This is an optimization exercise on Yosys and OpenROAD, whose aim is small area, not a production implementation. Only simulation tests tie the RTL to the original design; equivalence was not proved. In every run shown here, the design's own scripts or RTL, not TritonCTS, make the clock network. The clock port is modelled as an ideal driver, which makes a skipped or thinned clock tree look cheaper than it is; a real chip needs a root buffer or a tree. Power is estimated from default activity; no workload was simulated.

### flow/flow/resynth.sh
#!/bin/bash
# Re-map the combinational logic of the standard synthesis netlist with a
# stronger ABC script. The flip-flops are kept as they are (same instances,
# names and cell types): only the gates between them are rebuilt.
# usage: resynth.sh NETLIST_IN NETLIST_OUT
set -euo pipefail
IN=$1; OUT=$2
LIB=$FLOW_HOME/platforms/sky130hd/lib/sky130_fd_sc_hd__tt_025C_1v80.lib
# models of the combinational cells, from the liberty functions
yosys -q -l resynth_cells.log -p "read_liberty -ignore_miss_func $LIB; delete sky130_fd_sc_hd__df* sky130_fd_sc_hd__edf* sky130_fd_sc_hd__sdf* sky130_fd_sc_hd__dl* sky130_fd_sc_hd__lpflow* sky130_fd_sc_hd__probe*; write_verilog -noattr resynth_comb.v"
DU=""
for c in $(sed -n '/DONT_USE_CELLS/,/^$/p' $FLOW_HOME/platforms/sky130hd/config.mk | grep -o 'sky130_fd_sc_hd__[a-z0-9_]*'); do DU="$DU -dont_use $c"; done
SCRIPT='+strash;&get,-n;&deepsyn,-J,100;&put;&get,-n;&dch,-f;&nf,-R,1000;&put'
yosys -l resynth.log -p "read_liberty -lib $LIB; read_verilog $IN; hierarchy -top $FLOW_TOP; techmap -map resynth_comb.v; techmap; opt -fast; abc -liberty $LIB $DU -script $SCRIPT; opt_clean -purge; setundef -zero; splitnets; opt_clean -purge; hilomap -singleton -hicell sky130_fd_sc_hd__conb_1 HI -locell sky130_fd_sc_hd__conb_1 LO; rename -enumerate -pattern rsyn_%; check -assert; stat -liberty $LIB; write_verilog -noattr -nohex -nodec resynth_out.v" > /dev/null
# keep the result only if it is a plain netlist of cell instances
if grep -q -E '^\s*assign\b' resynth_out.v || grep -q -E '\\[^ ]*[:/]' resynth_out.v; then
  echo "resynth: result not used (assign statements or odd names); keeping the standard netlist"
  cp "$IN" "$OUT"
else
  cp resynth_out.v "$OUT"
fi
### flow/config.mk
export PLATFORM = sky130hd
export DESIGN_NAME = fancy_fader
export DESIGN_NICKNAME = fancy_fader
export VERILOG_FILES = /design/flow/design.v
export SDC_FILE = /design/flow/constraint.sdc
export NUM_CORES = 4
export LEC_CHECK = 0
export CAP_MARGIN = 20
export CORE_MARGIN = 2
export CORE_UTILIZATION = 40
export SLEW_MARGIN = 20
export CTS_LEAVES = 18
export CTS_LEAF_CELL = sky130_fd_sc_hd__clkbuf_4
export CTS_ROOT_CELL = sky130_fd_sc_hd__clkbuf_4
export PRE_CTS_TCL = /design/flow/flow/mycts.tcl
export BUFFER_PORTS_ARGS = -buffer_cell sky130_fd_sc_hd__buf_1
export PRE_RESIZE_TCL = /design/flow/flow/downsize.tcl
### flow/flow/downsize.tcl
# PRE_RESIZE hook: move every combinational cell to the smallest drive
# strength of its function; repair_design, which runs right after, adds
# back buffering or sizing wherever slew, capacitance or fanout need it.
set block [ord::get_db_block]
set db [ord::get_db]
set n 0
foreach inst [$block getInsts] {
  set m [[$inst getMaster] getName]
  if { ![regexp {^sky130_fd_sc_hd__([a-z0-9]+)_([0-9]+)$} $m all base drive] } { continue }
  if { [regexp {^(df|edf|sdf|dl|tap|fill|decap|conb|clk|buf|inv)} $base] } { continue }
  if { $drive <= 1 } { continue }
  foreach d {0 1} {
    if { $d >= $drive } { break }
    set cand "sky130_fd_sc_hd__${base}_$d"
    set cm [$db findMaster $cand]
    if { $cm != "NULL" && [lsearch -exact $::env(DONT_USE_CELLS) $cand] < 0 } {
      replace_cell [$inst getName] $cand
      incr n
      break
    }
  }
}
puts "downsize.tcl: replaced $n cells"
### flow/constraint.sdc
create_clock -name core_clock -period 12.0 [get_ports {clk}]
set_input_delay 2.4000 -clock core_clock [delete_from_list [all_inputs] [get_ports {clk}]]
set_output_delay 2.4000 -clock core_clock [all_outputs]
set_load 0.01 [all_outputs]
### flow/design.v
`default_nettype none
`default_nettype none
`default_nettype none
`default_nettype none
module fancy_fader(input wire clk, input wire rst, input wire [15:0] random,
	output wire ws2812_out, output wire trigger, output wire data_request);
	reg [10:0] cnt;
	reg hold;
	reg [3:0] ci;
	reg [3:0] start;
	reg [2:0] e;
	reg [2:0] rgb;    
	reg [14:0] ring [0:9];
	reg [3:0] d;
	reg curbit;
	wire in_tx = (cnt[10:7] == 4'd0);
	wire req = (cnt == 11'd128);
	wire [3:0] ci_next = ci + 4'd1;
	wire led_end = rgb[2];
	wire sixteenth = (ci_next == start);
	wire last = led_end && sixteenth && (e == 3'd7);
	wire step = in_tx && (cnt[6:0] == 7'd119);
	wire insert = req && !hold && last && (start == 4'd0);
	assign data_request = req;
	wire gap_end = &cnt;
	assign trigger = ~hold | gap_end;
	assign ws2812_out = in_tx && ((cnt[3:0] < 4'd4) || (curbit && (cnt[3:0] < 4'd9)));
	always @(posedge clk) begin
		if (rst) begin
			cnt <= 11'd1327;
			hold <= 1'b0;
		end else begin
			if (req)
				cnt <= hold ? 11'd176 : 11'd0;
			else
				cnt <= (cnt + 11'd1) | {3'd0, gap_end, 7'd0};
			if (req && !hold && last)
				hold <= 1'b1;
			else if (gap_end)
				hold <= 1'b0;
		end
	end
	always @(posedge clk) begin
		if (rst) begin
			ci <= 4'd0;
			start <= 4'd0;
			e <= 3'd0;
			rgb <= 3'b001;
		end else if (step) begin
			if (!led_end) begin
				rgb <= {rgb[1:0], 1'b0};
			end else begin
				rgb <= 3'b001;
				if (!last) begin
					ci <= ci_next;
					if (sixteenth)
						e <= e + 3'd1;
				end else begin
					e <= 3'd0;
					start <= ci;
				end
			end
		end
	end
	wire d_hold = in_tx && led_end && (cnt[6:1] == 6'd59) && (last || (cnt[0] && ci == 4'hf));
	always @(posedge clk) begin
		if (rst)
			d <= 4'd0;
		else if (!d_hold)
			d <= (d == 4'd9) ? 4'd0 : d + 4'd1;
	end
	wire clear = !hold && cnt[10] && !cnt[4];
	integer i;
	always @(posedge clk) begin
		for (i = 1; i < 10; i = i + 1)
			ring[i] <= ring[i-1];
		ring[0] <= clear ? 15'd0 : (insert && !d[2]) ? random[14:0] : ~ring[9];
		ring[5] <= (insert && d[2]) ? ~random[14:0] : ~ring[4];
	end
	wire [4:0] a = ({5{rgb[0]}} & ring[0][4:0]) | ({5{rgb[1]}} & ring[0][9:5]) | ({5{rgb[2]}} & ring[0][14:10]);
	wire [4:0] b = ~(({5{rgb[0]}} & ring[9][4:0]) | ({5{rgb[1]}} & ring[9][9:5]) | ({5{rgb[2]}} & ring[9][14:10]));
	wire [4:0] m0 = ci[0] ? b : a;
	wire [4:0] m1 = ci[1] ? b : a;
	wire [4:0] m2 = ci[2] ? b : a;
	wire [4:0] m3 = ci[3] ? b : a;
	wire [5:0] s0 = a + m0;
	wire [6:0] s1 = {m2, 1'b0} + m1;
	wire [8:0] mix = {s1, 1'b0} + s0 + {m3, 3'b0};
	wire [2:0] bsel = in_tx ? cnt[6:4] + {2'd0, cnt[3]} : 3'd0;
	wire load_ok = !in_tx || (cnt[3:2] != 2'b01);
	wire [2:0] bpos = ~bsel;
	wire [7:0] color = mix[8:1];
	always @(posedge clk)
		if (load_ok && d == 4'd0)
			curbit <= color[bpos];
endmodule
### flow/flow/run.sh
#!/bin/bash
# own flow: the standard flow (standard.sh) with these changes:
# - after the standard synthesis, the gates between the flip-flops are
#   re-mapped with a stronger ABC script (flow/resynth.sh); the flip-flops
#   stay exactly as the standard synthesis made them;
# - a hand-built two-level clock tree (flow/mycts.tcl) instead of TritonCTS;
# - small port buffers;
# - logic cells taken down to their smallest drive strength before
#   repair_design (flow/downsize.tcl).
set -euo pipefail
HERE=$(pwd)
cat >> config.mk <<EOC
export CTS_LEAVES = 18
export CTS_LEAF_CELL = sky130_fd_sc_hd__clkbuf_4
export CTS_ROOT_CELL = sky130_fd_sc_hd__clkbuf_4
export PRE_CTS_TCL = $HERE/flow/mycts.tcl
export BUFFER_PORTS_ARGS = -buffer_cell sky130_fd_sc_hd__buf_1
export PRE_RESIZE_TCL = $HERE/flow/downsize.tcl
EOC
R=orfs/results/$FLOW_PLATFORM/fancy_fader/base
bash standard.sh synth > standard_synth.log 2>&1
cp $R/1_2_yosys.v standard_1_2_yosys.v
bash flow/resynth.sh standard_1_2_yosys.v $R/1_2_yosys.v
bash standard.sh do-1_synth > standard_synth_odb.log 2>&1
bash standard.sh > standard.log 2>&1
### flow/flow/mycts.tcl
# PRE_CTS hook: a two-level clock tree built here instead of TritonCTS.
# The flip-flops are split into CTS_LEAVES groups of neighbours (recursive
# halving along the longer side), each group gets a clock buffer at its
# centre, and one root buffer driven by the clock port feeds the group
# buffers. Every register sees the same two buffer levels; the rest of
# cts.tcl (placement legalisation, timing repair) runs as usual, and
# clock_tree_synthesis itself is turned into a no-op below.
set leaves $::env(CTS_LEAVES)
set leafcell $::env(CTS_LEAF_CELL)
set rootcell $::env(CTS_ROOT_CELL)

set block [ord::get_db_block]
set clknet [$block findNet clk]

set pts {}
foreach it [$clknet getITerms] {
  set inst [$it getInst]
  set bb [$inst getBBox]
  set x [expr {([$bb xMin] + [$bb xMax]) / 2}]
  set y [expr {([$bb yMin] + [$bb yMax]) / 2}]
  lappend pts [list $x $y [$inst getName] [[$it getMTerm] getName]]
}
puts "mycts: [llength $pts] clock sinks, $leaves groups"

proc split_groups {pts k} {
  if {$k <= 1 || [llength $pts] <= 1} { return [list $pts] }
  set xs [lmap p $pts {lindex $p 0}]
  set ys [lmap p $pts {lindex $p 1}]
  set w [expr {[tcl::mathfunc::max {*}$xs] - [tcl::mathfunc::min {*}$xs]}]
  set h [expr {[tcl::mathfunc::max {*}$ys] - [tcl::mathfunc::min {*}$ys]}]
  set axis [expr {$w >= $h ? 0 : 1}]
  set sorted [lsort -integer -index $axis $pts]
  set k1 [expr {$k / 2}]
  set n1 [expr {int(round(double([llength $pts]) * $k1 / $k))}]
  return [concat [split_groups [lrange $sorted 0 [expr {$n1 - 1}]] $k1] \
                 [split_groups [lrange $sorted $n1 end] [expr {$k - $k1}]]]
}

set groups [split_groups $pts $leaves]

proc place_at {name x y} {
  set inst [[ord::get_db_block] findInst $name]
  set m [$inst getMaster]
  set x [expr {$x - [$m getWidth] / 2}]
  set y [expr {$y - [$m getHeight] / 2}]
  $inst setLocation $x $y
  $inst setPlacementStatus PLACED
}

set db [ord::get_db]
proc new_buf {name cell in out} {
  set inst [odb::dbInst_create [ord::get_db_block] [[ord::get_db] findMaster $cell] $name]
  [$inst findITerm A] connect $in
  [$inst findITerm X] connect $out
  return $inst
}
proc new_net {name} {
  set net [odb::dbNet_create [ord::get_db_block] $name]
  $net setSigType CLOCK
  return $net
}
set rootnet [new_net clk_root]
new_buf cts_root $rootcell $clknet $rootnet

set i 0
set sx 0
set sy 0
foreach g $groups {
  set n [llength $g]
  set cx 0
  set cy 0
  foreach p $g {
    set cx [expr {$cx + [lindex $p 0]}]
    set cy [expr {$cy + [lindex $p 1]}]
  }
  set cx [expr {$cx / $n}]
  set cy [expr {$cy / $n}]
  set net "clk_leaf_$i"
  set buf "cts_leaf_$i"
  set leafnet [new_net $net]
  new_buf $buf $leafcell $rootnet $leafnet
  foreach p $g {
    set it [[$block findInst [lindex $p 2]] findITerm [lindex $p 3]]
    $it disconnect
    $it connect $leafnet
  }
  place_at $buf $cx $cy
  puts "mycts: group $i: $n sinks at ($cx, $cy)"
  set sx [expr {$sx + $cx}]
  set sy [expr {$sy + $cy}]
  incr i
}
place_at cts_root [expr {$sx / $i}] [expr {$sy / $i}]

set_propagated_clock [all_clocks]
detailed_placement
estimate_parasitics -placement
report_clock_skew
proc clock_tree_synthesis {args} { puts "mycts: clock_tree_synthesis skipped, the tree is built by mycts.tcl" }
### flow/standard.sh
#!/bin/bash
# synth_recipe.tcl (not shown) runs the flow's synth.tcl, then flattens the netlist and writes it again
# the make line also repeats each setting of config.mk as NAME=value (left out here)
make -C /OpenROAD-flow-scripts/flow DESIGN_CONFIG=/design/flow/config.mk WORK_HOME=/design/flow/orfs CLKGATE_MAP_FILE= SYNTH_SCRIPT=/design/flow/synth_recipe.tcl "${@:-finish}"
==> flow_summary.ini, run 1 <==
[clocking]
cts_resized = 0
clk_latency_ns = 0.60
cts_hold_buffers = 0
cts_setup_buffers = 0
clkTransAtPathRegs_ns = 0.11

[critical_path]
start_kind = flip-flop
critical_path_class = flip-flop to primary output
cp_slowest_cell = dfxtp_1
max_stage_delay_ns = 0.54
path_max_fanout = 9
crit_chain = and3_1, and3_1, and3_1, nand3_1, nand2_1, buf_1
cp.required_ns = 9.60
worstPathArrival_ns = 2.43
crit_top_cell = and3_1
worst_setup_path_end_kind = primary output

[timing]
rsz0062_at_grt = false
worst_pin_slew_ns = 1.05
slew_headroom = 0.295
fin_tns_setup_ns = 0
clock-skew-final_ns = 0.0106
setup_viol = 0
fin_crit_ns = 4.83
period_share = 0.402
fmax_ghz = 0.207
slew_viol_final = 0
hold_ws_ns = 0.331
hold_viol_final = 0

[min_path]
hold_path.class = flip-flop to flip-flop

[floorplan]
placementRows = 42
core_area_um2 = 13300
start_util = 0.410
io_pins = 21
die_x_um = 121
die_area_um2 = 14600
die_y_um = 121

[synthesis]
synth.cell_area_um2 = 5450
yosysWarnings = 2
postSynthCellCount = 483
syn-num-nets = 501
avgSynthCellArea_um2 = 11.3

[detailed_routing]
wl_per_cell_um = 13.6
drt_iter0_drc = 204
vias_per_cell = 4.85
routed_wl_mm = 9.50
drt_first_pass_iters = 7
ant_nets = 0
drc = 0
vias = 3389

[place]
place.port_buffers = 19
globalplace.congestion = 0.775
dp_hpwl_mm = 6.32
postPlaceCellArea_um2 = 5760

[finish]
fill_cells = 1259
post-route-util = 0.444
drive_above_1_share = 0.0402
area_delta_synth_final_pct = 8.24
fin_area_um2 = 5900
fin_nets = 543
antennaDiodeCount = 0

[global_route]
grt_pass1_vias = 3287
grt_util_all_layers = 0.131
grt_pass1_wl_mm = 15.8
globalRoute.totalOverflow = 0
grt_antenna_before_repair = 0
grt_max_degree = 27

[power]
vdd_drop_max_v = 0.0000888
p_per_area_nw_per_um2 = 150
power_mw = 0.883
p_leak_nw = 2.28

[status]
status = no timing/DRC/antenna violations

[run]
cap_violations = 0
cells in the final DEF (no fill, tap or decap), types with 5 or more instances in the layout:
| cell | n |
|---|---|
| nor2_1 | 33 |
| xnor2_1 | 22 |
| buf_1 | 19 |
| nand2b_1 | 7 |
| and3_1 | 10 |
| o21ai_0 | 31 |
| mux2i_1 | 15 |
| a21oi_1 | 29 |
| a21o_1 | 6 |
| nand3_1 | 7 |
| dfxtp_1 | 180 |
| nand2_1 | 42 |
| nor2b_1 | 9 |
| xor2_1 | 13 |
| clkinv_1 | 6 |
| clkbuf_4 | 19 |
| nor3_1 | 17 |
| o21a_1 | 5 |
| and2_0 | 9 |
| a222oi_1 | 9 |
per-layer routing:
metal / vias up / part of all wire / GRT usage
li1: 1759 / - / -
met1: 1566 / 0.49 / 0.182
met2: 44 / 0.44 / 0.214
met3: 20 / 0.041 / 0.0175
met4: 0 / 0.026 / 0.0378
met5: - / 0 / 0
registers in the layout, indices dropped and copies added, names as in the netlist:
| register | flops |
|---|---|
| ci | 4 |
| cnt | 11 |
| curbit | 1 |
| d | 4 |
| e | 3 |
| hold | 1 |
| rgb | 3 |
| ring | 150 |
| start | 4 |
power breakdown:
part / switching [mW] / internal [mW] / total (mW)
logic: 0.0177 / 0.0125 / 0.0303
clock network: 0.168 / 0.0721 / 0.240
registers: 0.00701 / 0.606 / 0.613
worst max-delay path, delay by kind of cell (launching register included):
family                 cells  cell delay [ns]
AND/OR/NAND/NOR            5             1.12
flip-flops                 1             0.54
buffers and inverters      1             0.16
path summary, 6_finish.rpt:
| check | startpoint | to | slack (ns) | cells past startpoint |
|---|---|---|---|---|
| min | ring[1][13] | ring[2][13] | 0.33 | 0 |
| min reg2reg | ring[1][13] | ring[2][13] | 0.33 | 0 |
| max reg2reg | rgb[2] | curbit | 7.55 | 20 |
| max | cnt[3] | trigger | 7.17 | 6 |
layout make-up:
type                    instances  area (um2)  share of cell area
repair buffers                 21        86.3              0.0146
well taps                     176         220              0.0373
inverters                       6        22.5             0.00382
multi-input cells             296        1800               0.304
plain buffers                  19         143              0.0242
flip-flops and latches        181        3630               0.616
metrics by stage:
stage                     instances  setup slack, ns
after floorplan                 483             8.19
after global placement          680             7.65
after detailed placement        680             7.58
after CTS                       699             7.15
after global routing            699             6.97
final                           699             7.17
==> inputs of run 2 (changes only) <==
--- a/flow/design.v
+++ b/flow/design.v
@@ -5,5 +5,6 @@
 module fancy_fader(input wire clk, input wire rst, input wire [15:0] random,
 	output wire ws2812_out, output wire trigger, output wire data_request);
-	reg [10:0] cnt;
+	reg [7:0] cnt;
+	reg g;
 	reg hold;
 	reg [3:0] ci;
@@ -14,6 +15,6 @@
 	reg [3:0] d;
 	reg curbit;
-	wire in_tx = (cnt[10:7] == 4'd0);
-	wire req = (cnt == 11'd128);
+	wire in_tx = !g && !cnt[7];
+	wire req = !g && (cnt == 8'd128);
 	wire [3:0] ci_next = ci + 4'd1;
 	wire led_end = rgb[2];
@@ -23,16 +24,24 @@
 	wire insert = req && !hold && last && (start == 4'd0);
 	assign data_request = req;
-	wire gap_end = &cnt;
+	wire [10:0] gap_next = {e, cnt} + 11'd1;
+	wire gap_end = g && (&{e, cnt});
 	assign trigger = ~hold | gap_end;
 	assign ws2812_out = in_tx && ((cnt[3:0] < 4'd4) || (curbit && (cnt[3:0] < 4'd9)));
 	always @(posedge clk) begin
 		if (rst) begin
-			cnt <= 11'd1327;
+			cnt <= 8'd47;
+			g <= 1'b1;
 			hold <= 1'b0;
 		end else begin
-			if (req)
-				cnt <= hold ? 11'd176 : 11'd0;
+			if (g)
+				cnt <= gap_next[7:0] | {gap_end, 7'd0};
+			else if (req)
+				cnt <= hold ? 8'd176 : 8'd0;
 			else
-				cnt <= (cnt + 11'd1) | {3'd0, gap_end, 7'd0};
+				cnt <= cnt + 8'd1;
+			if (gap_end)
+				g <= 1'b0;
+			else if (req && hold)
+				g <= 1'b1;
 			if (req && !hold && last)
 				hold <= 1'b1;
@@ -45,6 +54,8 @@
 			ci <= 4'd0;
 			start <= 4'd0;
-			e <= 3'd0;
+			e <= 3'd5;
 			rgb <= 3'b001;
+		end else if (g) begin
+			e <= gap_next[10:8];
 		end else if (step) begin
 			if (!led_end) begin
@@ -70,5 +81,5 @@
 			d <= (d == 4'd9) ? 4'd0 : d + 4'd1;
 	end
-	wire clear = !hold && cnt[10] && !cnt[4];
+	wire clear = g && !hold && !cnt[4];
 	integer i;
 	always @(posedge clk) begin
==> run 2 against run 1 <==
Still clean. Worst setup slack improved by 0.057 ns. Combinational power rose by 4%. Global-route usage fell by 0.13 points. First-iteration DRC count rose by 6.9%. Clock skew rose by 0.0091 ns. Clock power fell by 3%. Total power fell by 1.5%. Synthesized cell count fell by 1.0%. Hold slack got worse by 0.00055 ns. Register-to-register slack got worse by 0.13 ns. Sequential power fell by 1%. Sequential share of layout area fell by 0.18 points. Critical path type unchanged. Largest cell class unchanged. Highest routed layer unchanged.
==> flow_summary.ini, run 2 <==
[status]
status = no timing/DRC/antenna violations

[clocking]
cts_setup_buffers = 0
cts_hold_buffers = 0
clkTransAtPathRegs_ns = 0.12
clk_latency_ns = 0.59
cts_resized = 0

[floorplan]
start_util = 0.409
die_x_um = 120
core_area_um2 = 13200
io_pins = 21
die_area_um2 = 14400
die_y_um = 120
placementRows = 42

[place]
place.port_buffers = 19
dp.cells = 676
globalplace.congestion = 0.832
dp_hpwl_mm = 6.25
postPlaceCellArea_um2 = 5710

[finish]
reg_top3 = ring x150, cnt x8
fin_nets = 539
post-route-util = 0.444
layout_commonest_cell = dfxtp_1
final_cells = 695
largest_register_ffs = 150
fin_area_um2 = 5850
area_delta_synth_final_pct = 8.46
top_register = ring
antennaDiodeCount = 0
most-common-layout-cells = dfxtp_1 (178), nand2_1 (42), o21ai_0 (37), nor2_1 (35), a21oi_1 (31)
drive_above_1_share = 0.0424

[timing]
fin_crit_ns = 4.77
hold_viol_final = 0
slew_viol_final = 0
fin_tns_setup_ns = 0
worst_pin_slew_ns = 0.905
setup_viol = 0
slew_headroom = 0.396
rsz0062_at_grt = false
clock-skew-final_ns = 0.0197
fmax_ghz = 0.210
period_share = 0.397

[critical_path]
critical_path_class = flip-flop to primary output
worstPathArrival_ns = 2.37
worstReg2RegStart = rgb[0]
max_stage_delay_ns = 0.52
reg2reg_to = curbit
path_max_fanout = 10
path_buf_inv = 1
cp_top_family = simple AND/OR/NAND/NOR gates
crit_chain = and3_1, and3_1, nand3_1, or2_0, nand2_1, buf_1
cp_num_cells = 6
cp.required_ns = 9.60
start_kind = flip-flop
worst_setup_path_end_kind = primary output
cp_slowest_cell = dfxtp_1
crit_top_cell = and3_1
rrSetupSlack_ns = 7.42
reg2regPathDepth = 18

[min_path]
hold_path.class = flip-flop to flip-flop
hold_end = ring[6][14]
holdPathStages = 0
worstHoldStart = ring[5][14]

[detailed_routing]
drt_first_pass_iters = 5
vias = 3421
ant_nets = 0
drc = 0
wl_per_cell_um = 13.4
vias_per_cell = 4.92
drt_iter0_drc = 218
routed_wl_mm = 9.31

[power]
vdd_drop_max_v = 0.0000813
p_leak_nw = 2.26
p_per_area_nw_per_um2 = 149

[synthesis]
syn-num-nets = 496
synth.cell_area_um2 = 5400
avgSynthCellArea_um2 = 11.3
postSynthCellCount = 478
yosysWarnings = 2

[global_route]
grt_util_all_layers = 0.130
globalRoute.totalOverflow = 0
grt_antenna_before_repair = 0
grt_pass1_vias = 3204
grt_pass1_wl_mm = 15.6
grt_max_degree = 25

[run]
cap_violations = 0
==> run 2: changes by cell type in the layout (fill, tap and decap cells not counted), sizes merged, moves of 5 or more <==
cell	change
nor2b	-6
o21a	-5
nor3	-5
xor2	-5
o21ai	+6
clkinv	+6
==> run 2: metrics by stage <==
| step | hold WS, ns | setup WS [ns] | power, mW |
|---|---|---|---|
| global route | 0.340 | 6.88 | 0.910 |
| floorplan | 0.310 | 8.08 | 0.638 |
| global placement | 0.310 | 7.54 | 0.650 |
| CTS | 0.335 | 7.19 | 0.882 |
| detailed placement | 0.312 | 7.44 | 0.651 |
| finish | 0.331 | 7.23 | 0.870 |
==> run 2: routing by layer <==
metal / part of all wire / up-vias / global-route usage
met5: 0 / - / 0
met4: 0.020 / 0 / 0.0316
met1: 0.51 / 1593 / 0.187
met2: 0.43 / 57 / 0.208
met3: 0.042 / 20 / 0.0162
li1: - / 1751 / -
==> run 2: final cells by class <==
cell class / instances / area, um2
Buffer: 19 / 143
Fill cell: 1234 / 7340
Inverter: 12 / 45.0
Multi-Input combinational cell: 287 / 1760
Sequential cell: 179 / 3590
Tap cell: 176 / 220
Timing Repair Buffer: 22 / 93.8
==> run 2: how the worst max path moves through the flow <==
stage	start	end	slack, ns
2_1_floorplan	rgb[0]	curbit	8.08
3_3_place_gp	rgb[0]	curbit	7.54
3_5_place_dp	rgb[0]	curbit	7.44
4_1_cts	cnt[3]	trigger	7.19
5_1_grt	rgb[0]	curbit	6.88
6_report	cnt[3]	trigger	7.23
==> run 2: report_power, final <==
| group | internal [mW] | total (mW) | switching [mW] | leakage (nW) |
|---|---|---|---|---|
| logic | 0.0121 | 0.0314 | 0.0193 | 0.718 |
| registers | 0.599 | 0.606 | 0.00687 | 1.45 |
| clock network | 0.0720 | 0.233 | 0.161 | 0.0874 |

==> static timing again, ports no longer ideal <==
The flow's constraints put no driver on any port. The routed layouts listed below were extracted and timed again, unchanged, in two steps.
Step 1, drivers: a clkbuf_16 drives clk and a buf_2 each remaining input, both assumed.
Step 2 adds t to the input delays and takes it off the output delays; t is the mean of the earliest and latest rising clock arrival at the registers after step 1. Input paths then give back, and output paths get back, about the clock's delay inside the block.
Three values: ideal ports, drivers, drivers and shift; two values: the first two.
run	shift t [ns]	slack for setup (ns)	clock arrival spread, ns	worst slew at a driven data input, ns	cell pins on the clock port's net
run 1	0.625	7.175 / 7.143 / 7.548	0.010 / 0.011	0.03	1
run 2	0.613	7.231 / 7.200 / 7.418	0.019 / 0.020	0.03	1
After both steps setup and hold are still met in every run listed.
